What follows belongs to an exercise in optimizing a design on an open flow for small area, a short achievable clock period and few clock cycles; a production flow would make more cautious choices. Function was checked by simulation only, so behaviour that the tests miss may differ from the original.

Setup of run A:
// gemv_top
module gemv_top (
    input  logic        clk,
    input  logic        rst,
    input  logic        start,
    input  logic [9:0]  rows,
    input  logic [9:0]  cols,
    input  logic        x_tile_valid,
    input  logic [63:0] x_tile_in,
    output logic        x_tile_ready,
    input  logic        bias_tile_valid,
    input  logic [63:0] bias_tile_in,
    output logic        bias_tile_ready,
    input  logic        w_valid,
    input  logic [63:0] w_tile_row_in,
    output logic        w_ready,
    output logic        y_tile_valid,
    output logic [63:0] y_tile_out,
    output logic [9:0]  y_tile_idx,
    input  logic        y_tile_ready,
    output logic        tile_done,
    output logic        done
);
    logic xrdy, wrdy, brdy, yvld;
    logic xsel, wsel, bsel, ysel;
    wire  xf = x_tile_valid & xsel;
    wire  wf = w_valid & wsel;
    wire  bf = bias_tile_valid & bsel;
    wire  yf = ysel & y_tile_ready;
    assign x_tile_ready    = xrdy;
    assign w_ready         = wrdy;
    assign bias_tile_ready = brdy;
    assign y_tile_valid    = yvld;
    logic       busy, cfg;
    logic [7:0] cq;          
    logic [6:0] rq;          
    logic [3:0] ntm1;        
    logic [3:0] lm1;         
    logic       u7, u4, u2, u1;    
    logic [5:0] rm1;         
    logic [3:0] nbt;         
    logic [7:0] lmask;       
    wire [7:0] cm1_c  = cq - 8'd1;
    wire [6:0] rm1_c  = rq - 7'd1;
    wire [3:0] ntm1_c = cm1_c[6:3];
    wire [3:0] lm1_c  = (ntm1_c == 4'd0) ? 4'd1 : ntm1_c;
    wire [3:0] d_c    = lm1_c - 4'd1;                
    wire       u7_c   = (d_c >= 4'd7);
    wire [3:0] r_c    = u7_c ? d_c - 4'd7 : d_c;
    logic [7:0] lmask_c;
    always_comb begin
        for (int e = 0; e < 8; e++) lmask_c[e] = (3'(e) <= cm1_c[2:0]);
    end
    logic [63:0] xr [0:15];
    logic [3:0]  ph, phn;    
    logic [4:0]  kx;         
    logic        xall;       
    logic [7:0]  xmk;        
    wire [63:0] m7 = u7 ? xr[8]  : xr[1];
    wire [63:0] m4 = u4 ? xr[12] : m7;
    wire [63:0] m2 = u2 ? xr[14] : m4;
    wire [63:0] m1 = u1 ? xr[15] : m2;
    logic [63:0] xin_m;
    always_comb begin
        for (int e = 0; e < 8; e++)
            xin_m[8*e +: 8] = x_tile_in[8*e +: 8] & {8{xmk[e]}};
    end
  ...
Size: roughly 300 I/O pins, about 0.13 mm^2 of cells after synthesis.
==> flow/config.mk <==
export PLATFORM = sky130hd
export DESIGN_NAME = gemv_top
export DESIGN_NICKNAME = gemv_top
export VERILOG_FILES = /design/flow/design.v
export SDC_FILE = /design/flow/constraint.sdc
export NUM_CORES = 4
export LEC_CHECK = 0
export CAP_MARGIN = 20
export CORE_MARGIN = 2
export CORE_UTILIZATION = 55
export CTS_BUF_LIST = sky130_fd_sc_hd__clkbuf_8 sky130_fd_sc_hd__clkbuf_16
export CTS_CLUSTER_DIAMETER = 60
export CTS_CLUSTER_SIZE = 35
export SLEW_MARGIN = 20
==> flow/constraint.sdc <==
create_clock -name core_clock -period 10.0 [get_ports {clk}]
set_input_delay 2.0000 -clock core_clock [delete_from_list [all_inputs] [get_ports {clk}]]
set_output_delay 2.0000 -clock core_clock [all_outputs]
set_load 0.01 [all_outputs]
standard.sh (not shown) runs the stock make flow with config.mk's settings and CLKGATE_MAP_FILE= SYNTH_SCRIPT=/design/flow/synth_recipe.tcl, a recipe that flattens the netlist after the stock synthesis.
==> flow/flow/run.sh <==
#!/bin/bash
# Layout flow: the standard layout (standard.sh, standard synthesis
# unchanged), with timing repair aimed at a tighter setup slack than the flow
# settings allow, gate sizing not limited to cells of the same footprint, and
# the port buffers made with buf_1 (upsized by the repair where needed). The make output goes to flow_standard.log;
# ORFS's own step logs stay under orfs/logs.
set -euo pipefail
bash standard.sh SETUP_SLACK_MARGIN=6.55 MATCH_CELL_FOOTPRINT=0 \
    "BUFFER_PORTS_ARGS=-buffer_cell sky130_fd_sc_hd__buf_1" finish > flow_standard.log 2>&1
Testbench counts of run A, summed over its fixed seeds: cycles 10,883.
[inputs] run B vs run A
Settings: swapping 20 for 10 in SLEW_MARGIN; swapping 20 for 10 in CAP_MARGIN.
diff --git a/flow/flow/run.sh b/flow/flow/run.sh
--- a/flow/flow/run.sh
+++ b/flow/flow/run.sh
@@ -6,4 +6,4 @@
 # ORFS's own step logs stay under orfs/logs.
 set -euo pipefail
-bash standard.sh SETUP_SLACK_MARGIN=6.55 MATCH_CELL_FOOTPRINT=0 \
+bash standard.sh SETUP_SLACK_MARGIN=6.6 MATCH_CELL_FOOTPRINT=0 \
     "BUFFER_PORTS_ARGS=-buffer_cell sky130_fd_sc_hd__buf_1" finish > flow_standard.log 2>&1
==> comparison <==
Run B finished every stage and its layout cleared the timing, DRC and antenna checks. Run A has completed all stages; timing, DRC and antenna checks passed. Status: worst setup slack parity (run B, run A). In terms of global-route usage, run B and run A differ only marginally. | fmax | run A vs run B | ≈ equal |. Diff run B..run A | met1 track demand over resource in global routing | negligible. On area used by multi-input combinational logic, run B and run A are basically level.
Modified inputs, run C compared to run B
Settings: changing SLEW_MARGIN from 10 to 20; changing CTS_CLUSTER_SIZE from 35 to 30; changing CAP_MARGIN from 10 to 20; changing CTS_CLUSTER_DIAMETER from 60 to 55; changing CORE_UTILIZATION from 55 to 60.
diff --git a/flow/flow/run.sh b/flow/flow/run.sh
--- a/flow/flow/run.sh
+++ b/flow/flow/run.sh
@@ -6,4 +6,4 @@
 # ORFS's own step logs stay under orfs/logs.
 set -euo pipefail
-bash standard.sh SETUP_SLACK_MARGIN=6.6 MATCH_CELL_FOOTPRINT=0 \
+bash standard.sh SETUP_SLACK_MARGIN=6.65 MATCH_CELL_FOOTPRINT=0 \
     "BUFFER_PORTS_ARGS=-buffer_cell sky130_fd_sc_hd__buf_1" finish > flow_standard.log 2>&1
Findings:
- The routed length on met2 of run C falls short of that of run B by about 2.1%.
- Run C vs. run B: share of layout cells above drive strength 1 picked up an extra 1.1 points, cell area rose by about 0.5%.
- Compared with run B, run C has extra setup slack.
- Against run B, global placement routability congestion in run C rose by a few percent.
- Highest net fanout along the worst path came out exactly the same in run C and run B.
- Run C vs. run B: routed wire length moved down; post-route core utilization moved up.
- Run B has a higher final critical-path required period than run C.
The inputs of run D differ from those of run C as listed below.
Settings: CORE_UTILIZATION changed from 60 to 55; CTS_CLUSTER_DIAMETER changed from 55 to 60; CTS_CLUSTER_SIZE changed from 30 to 35.
### Flow results
Run D vs run C, start point of the critical path: brdy vs yvld. From run C to run D the numbers moved as follows: global-route track usage on met2 fell by 2.3 points, first-iteration DRC count moved down, transition time at the pin with the least slew margin now sits lower, worst hold slack up 0.020 ns.

Another version of the RTL of gemv_top (not shown whole).
For scale: ~8400 cells after synthesis, roughly 300 I/O pins, about 130000 µm² of cells after synthesis.
Design gemv_top, start of the top module:
module gemv_top (
    input  logic        clk,
    input  logic        rst,
    input  logic        start,
    input  logic [9:0]  rows,
    input  logic [9:0]  cols,
    input  logic        x_tile_valid,
    input  logic [63:0] x_tile_in,
    output logic        x_tile_ready,
    input  logic        bias_tile_valid,
    input  logic [63:0] bias_tile_in,
    output logic        bias_tile_ready,
    input  logic        w_valid,
    input  logic [63:0] w_tile_row_in,
    output logic        w_ready,
    output logic        y_tile_valid,
    output logic [63:0] y_tile_out,
    output logic [9:0]  y_tile_idx,
    input  logic        y_tile_ready,
    output logic        tile_done,
    output logic        done
);
export LEC_CHECK = 0
export CAP_MARGIN = 20
export CORE_MARGIN = 2
export CORE_UTILIZATION = 40
export SLEW_MARGIN = 20
create_clock -name core_clock -period 10.0 [get_ports {clk}]
==> flow/flow/run.sh <==
#!/bin/bash
# Layout flow: the standard layout (standard.sh, standard synthesis
# unchanged), with timing repair aimed at a tighter setup slack than the flow
# settings allow, gate sizing not limited to cells of the same footprint, and
# the port buffers made with buf_4. The make output goes to flow_standard.log;
# ORFS's own step logs stay under orfs/logs.
set -euo pipefail
bash standard.sh SETUP_SLACK_MARGIN=6.4 MATCH_CELL_FOOTPRINT=0 \
    "BUFFER_PORTS_ARGS=-buffer_cell sky130_fd_sc_hd__buf_4" finish > flow_standard.log 2>&1
Testbench counts at the start, summed over its fixed seeds: cycles 10,902.
Rerun with:
- CTS_BUF_LIST: not set -> sky130_fd_sc_hd__clkbuf_8 sky130_fd_sc_hd__clkbuf_16
- CTS_CLUSTER_DIAMETER: not set -> 60
- CTS_CLUSTER_SIZE: not set -> 35
- global-route usage decreases by 0.34 points
- core utilization decreases by 1.3 points
- area after synthesis stays the same
- via count decreases by 1.9%
- clock-buffer cell count decreases by 267
- maximum frequency increases by 0.71%
- final cell count decreases by 2.2%
- non-clock buffer count decreases by 17

Another version of the RTL of gemv_top (not shown whole).
For scale: ~8400 cells after synthesis, about 3400 flip-flops, roughly 130000 um^2 of cells after synthesis.
export LEC_CHECK = 0
export CAP_MARGIN = 20
export CORE_MARGIN = 2
export CORE_UTILIZATION = 55
export CTS_BUF_LIST = sky130_fd_sc_hd__clkbuf_8 sky130_fd_sc_hd__clkbuf_16
export CTS_CLUSTER_DIAMETER = 55
export CTS_CLUSTER_SIZE = 30
export SLEW_MARGIN = 20
create_clock -name core_clock -period 10.0 [get_ports {clk}]
==> flow/flow/run.sh <==
#!/bin/bash
# Layout flow: the standard layout (standard.sh, standard synthesis
# unchanged), with timing repair aimed at a tighter setup slack than the flow
# settings allow, gate sizing not limited to cells of the same footprint, and
# the port buffers made with buf_1 (upsized by the repair where needed). The make output goes to flow_standard.log;
# ORFS's own step logs stay under orfs/logs.
set -euo pipefail
bash standard.sh SETUP_SLACK_MARGIN=6.4 MATCH_CELL_FOOTPRINT=0 \
    "BUFFER_PORTS_ARGS=-buffer_cell sky130_fd_sc_hd__buf_1" finish > flow_standard.log 2>&1
Testbench counts at the start, summed over its fixed seeds: cycles 10,859.
Change:
==> flow/flow/run.sh (replaced) <==
#!/bin/bash
# Layout flow: the standard layout (standard.sh, standard synthesis
# unchanged), with timing repair aimed at a tighter setup slack than the flow
# settings allow, gate sizing not limited to cells of the same footprint, and
# the port buffers made with buf_4. The make output goes to flow_standard.log;
# ORFS's own step logs stay under orfs/logs.
set -euo pipefail
bash standard.sh SETUP_SLACK_MARGIN=6.4 MATCH_CELL_FOOTPRINT=0 \
    "BUFFER_PORTS_ARGS=-buffer_cell sky130_fd_sc_hd__buf_4" finish > flow_standard.log 2>&1
CORE_UTILIZATION = 40   (was 55)
CTS_CLUSTER_DIAMETER = 60   (was 55)
CTS_CLUSTER_SIZE = 35   (was 30)
Effect:
- The changed run finished with timing, DRC and antenna clean
- global-route usage shrinks by 5.7 points
- final cell count increases by 9.3%
- register-to-register slack is about the same
- first-iteration DRC count increases by about 8%
- worst setup slack gets better by 0.014 ns
- die area goes up by 37%
- final area went up by 1.6%

RTL: one of the versions met above, not the one the previous note started from.
For scale: ~8400 cells after synthesis, about 3400 flip-flops, about 300 I/O pins, roughly 130000 µm² of cells after synthesis.
clock: 10.0 ns
lec_check: 0
cap_margin: 5
core_margin: 2
core_utilization: 55
cts_buf_list: sky130_fd_sc_hd__clkbuf_8 sky130_fd_sc_hd__clkbuf_16
cts_cluster_diameter: 60
cts_cluster_size: 35
slew_margin: 5
==> flow/flow/run.sh <==
#!/bin/bash
# Layout flow: the standard layout (standard.sh, standard synthesis
# unchanged), with timing repair aimed at a tighter setup slack than the flow
# settings allow, gate sizing not limited to cells of the same footprint, and
# the port buffers made with buf_1 (upsized by the repair where needed). The make output goes to flow_standard.log;
# ORFS's own step logs stay under orfs/logs.
set -euo pipefail
bash standard.sh SETUP_SLACK_MARGIN=6.65 MATCH_CELL_FOOTPRINT=0 \
    "BUFFER_PORTS_ARGS=-buffer_cell sky130_fd_sc_hd__buf_1" finish > flow_standard.log 2>&1
Testbench counts at the start, summed over its fixed seeds: cycles 10,883.
Next try:
--- a/flow/config.mk
+++ b/flow/config.mk
@@ -8 +8 @@
-export CAP_MARGIN = 5
+export CAP_MARGIN = 10
@@ -14 +14 @@
-export SLEW_MARGIN = 5
+export SLEW_MARGIN = 10
Global-route usage is unchanged.
Cell area is unchanged.
Routed wire length does not change.
Clock skew is unchanged.

## the reference run
Another version of the RTL of gemv_top (not shown whole).
Size: about 3400 flip-flops, about 130000 um2 of cells after synthesis.
Design gemv_top, start of the top module:
module gemv_top (
    input  logic        clk,
    input  logic        rst,
    input  logic        start,
    input  logic [9:0]  rows,
    input  logic [9:0]  cols,
    input  logic        x_tile_valid,
    input  logic [63:0] x_tile_in,
    output logic        x_tile_ready,
    input  logic        bias_tile_valid,
    input  logic [63:0] bias_tile_in,
    output logic        bias_tile_ready,
    input  logic        w_valid,
    input  logic [63:0] w_tile_row_in,
    output logic        w_ready,
    output logic        y_tile_valid,
    output logic [63:0] y_tile_out,
    output logic [9:0]  y_tile_idx,
    input  logic        y_tile_ready,
    output logic        tile_done,
    output logic        done
);
clock: 10.0 ns
lec_check: 0
cap_margin: 20
core_margin: 2
core_utilization: 55
cts_buf_list: sky130_fd_sc_hd__clkbuf_8 sky130_fd_sc_hd__clkbuf_16
cts_cluster_diameter: 60
cts_cluster_size: 35
slew_margin: 20
Scripts as last shown in full above: flow/flow/run.sh
Testbench counts of the reference run, summed over its fixed seeds: cycles 10,883.
--- input diff the reference run..the trial run ---
# the reference run
export LEC_CHECK = 0
export CAP_MARGIN = 20
export CORE_MARGIN = 2
export CORE_UTILIZATION = 55
export CTS_BUF_LIST = sky130_fd_sc_hd__clkbuf_8 sky130_fd_sc_hd__clkbuf_16
export CTS_CLUSTER_DIAMETER = 60
export CTS_CLUSTER_SIZE = 35
export SLEW_MARGIN = 20
create_clock -name core_clock -period 10.0 [get_ports {clk}]
# the trial run
export LEC_CHECK = 0
export CAP_MARGIN = 20
export CORE_MARGIN = 2
export CORE_UTILIZATION = 55
export CTS_BUF_LIST = sky130_fd_sc_hd__clkbuf_8 sky130_fd_sc_hd__clkbuf_16
export CTS_CLUSTER_DIAMETER = 55
export CTS_CLUSTER_SIZE = 30
export SLEW_MARGIN = 20
create_clock -name core_clock -period 10.0 [get_ports {clk}]
==> notes.md <==
The final layout from the trial run, which completed every stage, passed the timing, DRC and antenna checks at the end of the flow.
Layout buffering overhead excluding clock cells: the trial run vs the reference run — no meaningful difference
Proportion of cell area occupied by registers (higher): the reference run
Going from the reference run to the trial run, the wire length after detailed routing was found to have gone up by about 0.3%.
From the reference run to the trial run the numbers moved as follows: remaining max-slew budget at the tightest pin went down; overall track demand over capacity in global routing flat; non-clock buffer count went down by about 1.3%; number of top-level pins neither gained nor lost much.
Delta (the trial run minus the reference run): worst hold slack closely matched the old numbers; final worst slack increased by 0.018 ns relative to the old numbers.

Setup of rev 12:
gemv_top again, from the RTL that the note above started with.
==> flow/design.v (excerpt) <==
module gemv_top (
    input  logic        clk,
    input  logic        rst,
    input  logic        start,
    input  logic [9:0]  rows,
    input  logic [9:0]  cols,
    input  logic        x_tile_valid,
    input  logic [63:0] x_tile_in,
    output logic        x_tile_ready,
    input  logic        bias_tile_valid,
    input  logic [63:0] bias_tile_in,
    output logic        bias_tile_ready,
    input  logic        w_valid,
    input  logic [63:0] w_tile_row_in,
    output logic        w_ready,
    output logic        y_tile_valid,
    output logic [63:0] y_tile_out,
    output logic [9:0]  y_tile_idx,
    input  logic        y_tile_ready,
    output logic        tile_done,
    output logic        done
);
Settings: LEC_CHECK=0, CAP_MARGIN=20, CORE_MARGIN=2, CORE_UTILIZATION=60, CTS_BUF_LIST=sky130_fd_sc_hd__clkbuf_8 sky130_fd_sc_hd__clkbuf_16, CTS_CLUSTER_DIAMETER=55, CTS_CLUSTER_SIZE=30, SLEW_MARGIN=20; clock period 10.0 ns.
Scripts as last shown in full above: flow/flow/run.sh
Testbench counts of rev 12, summed over its fixed seeds: cycles 10,883.
> inputs changed (rev 12 -> rev 13)
- changing CORE_UTILIZATION from 60 to 55
-- flow/flow/run.sh --
<<< rev 12, line 7
set -euo pipefail
bash standard.sh SETUP_SLACK_MARGIN=6.65 MATCH_CELL_FOOTPRINT=0 \
    "BUFFER_PORTS_ARGS=-buffer_cell sky130_fd_sc_hd__buf_1" finish > flow_standard.log 2>&1
>>> rev 13, line 7
set -euo pipefail
bash standard.sh SETUP_SLACK_MARGIN=6.4 MATCH_CELL_FOOTPRINT=0 \
    "BUFFER_PORTS_ARGS=-buffer_cell sky130_fd_sc_hd__buf_1" finish > flow_standard.log 2>&1
For rev 13, the cell with the largest stage delay on the worst path was dfxtp_2, unlike rev 12, where it was dfrtp_2.
Delta (rev 13 minus rev 12): cell area saw an increase, clock skew rose 30 ps, register-to-register slack went down, delay of the slowest cell on the worst path -80 ps.
No stage failed in rev 13, and the final checks on the layout all came back clean.

afterwards: timing with drivers on the ports:
How much do the figures lean on ideal ports? The routed layouts below were timed once more, with nothing changed but the port constraints. Step 1: set_driving_cell puts a clkbuf_16 on clk and a buf_2 on each other input, an assumption about the parent block. Step 2 moves the port delays by t, midway between the first and last clock arrival at a register: inputs arrive t later, outputs are due t later. That takes back most of the time a late clock gives input paths. a / b / c = no drivers / after step 1 / after step 2; a / b = the first two.
run	t (ns)	setup slack, ns	hold slack, ns	latest minus earliest clock arrival (ns)
run A	0.926	6.484 / 6.390 / 6.364	0.315 / 0.315 / 0.315	0.064 / 0.064
run B	0.924	6.485 / 6.391 / 6.353	0.316 / 0.316 / 0.316	0.063 / 0.064
run C	0.942	6.498 / 6.408 / 6.310	0.297 / 0.297 / 0.297	0.054 / 0.055
run D	0.925	6.486 / 6.392 / 6.313	0.317 / 0.317 / 0.317	0.065 / 0.064
the first run of note 2	0.949	6.294 / 6.294 / 6.294	0.299 / 0.299 / 0.299	0.072 / 0.073
the second run of note 2	0.966	6.320 / 6.320 / 6.320	0.303 / 0.303 / 0.303	0.085 / 0.085
the first run of note 3	0.955	6.485 / 6.393 / 6.203	0.273 / 0.273 / 0.273	0.084 / 0.084
the second run of note 3	0.999	6.498 / 6.395 / 6.276	0.307 / 0.307 / 0.307	0.090 / 0.090
the first run of note 4	0.924	6.488 / 6.394 / 6.338	0.322 / 0.322 / 0.322	0.064 / 0.064
the second run of note 4	0.924	6.488 / 6.394 / 6.338	0.322 / 0.322 / 0.322	0.064 / 0.064
the reference run	0.936	6.517 / 6.427 / 6.120	0.305 / 0.305 / 0.305	0.069 / 0.069
the trial run	0.948	6.535 / 6.447 / 6.111	0.307 / 0.307 / 0.307	0.074 / 0.074
rev 12	0.957	6.499 / 6.408 / 5.872	0.308 / 0.308 / 0.308	0.052 / 0.052
rev 13	0.948	6.494 / 6.406 / 6.103	0.304 / 0.304 / 0.304	0.078 / 0.079
After both steps every run listed still meets setup and hold. For rev 12, which loses most, drivers alone change the setup slack by -0.091 ns; drivers and shift together by -0.627 ns.
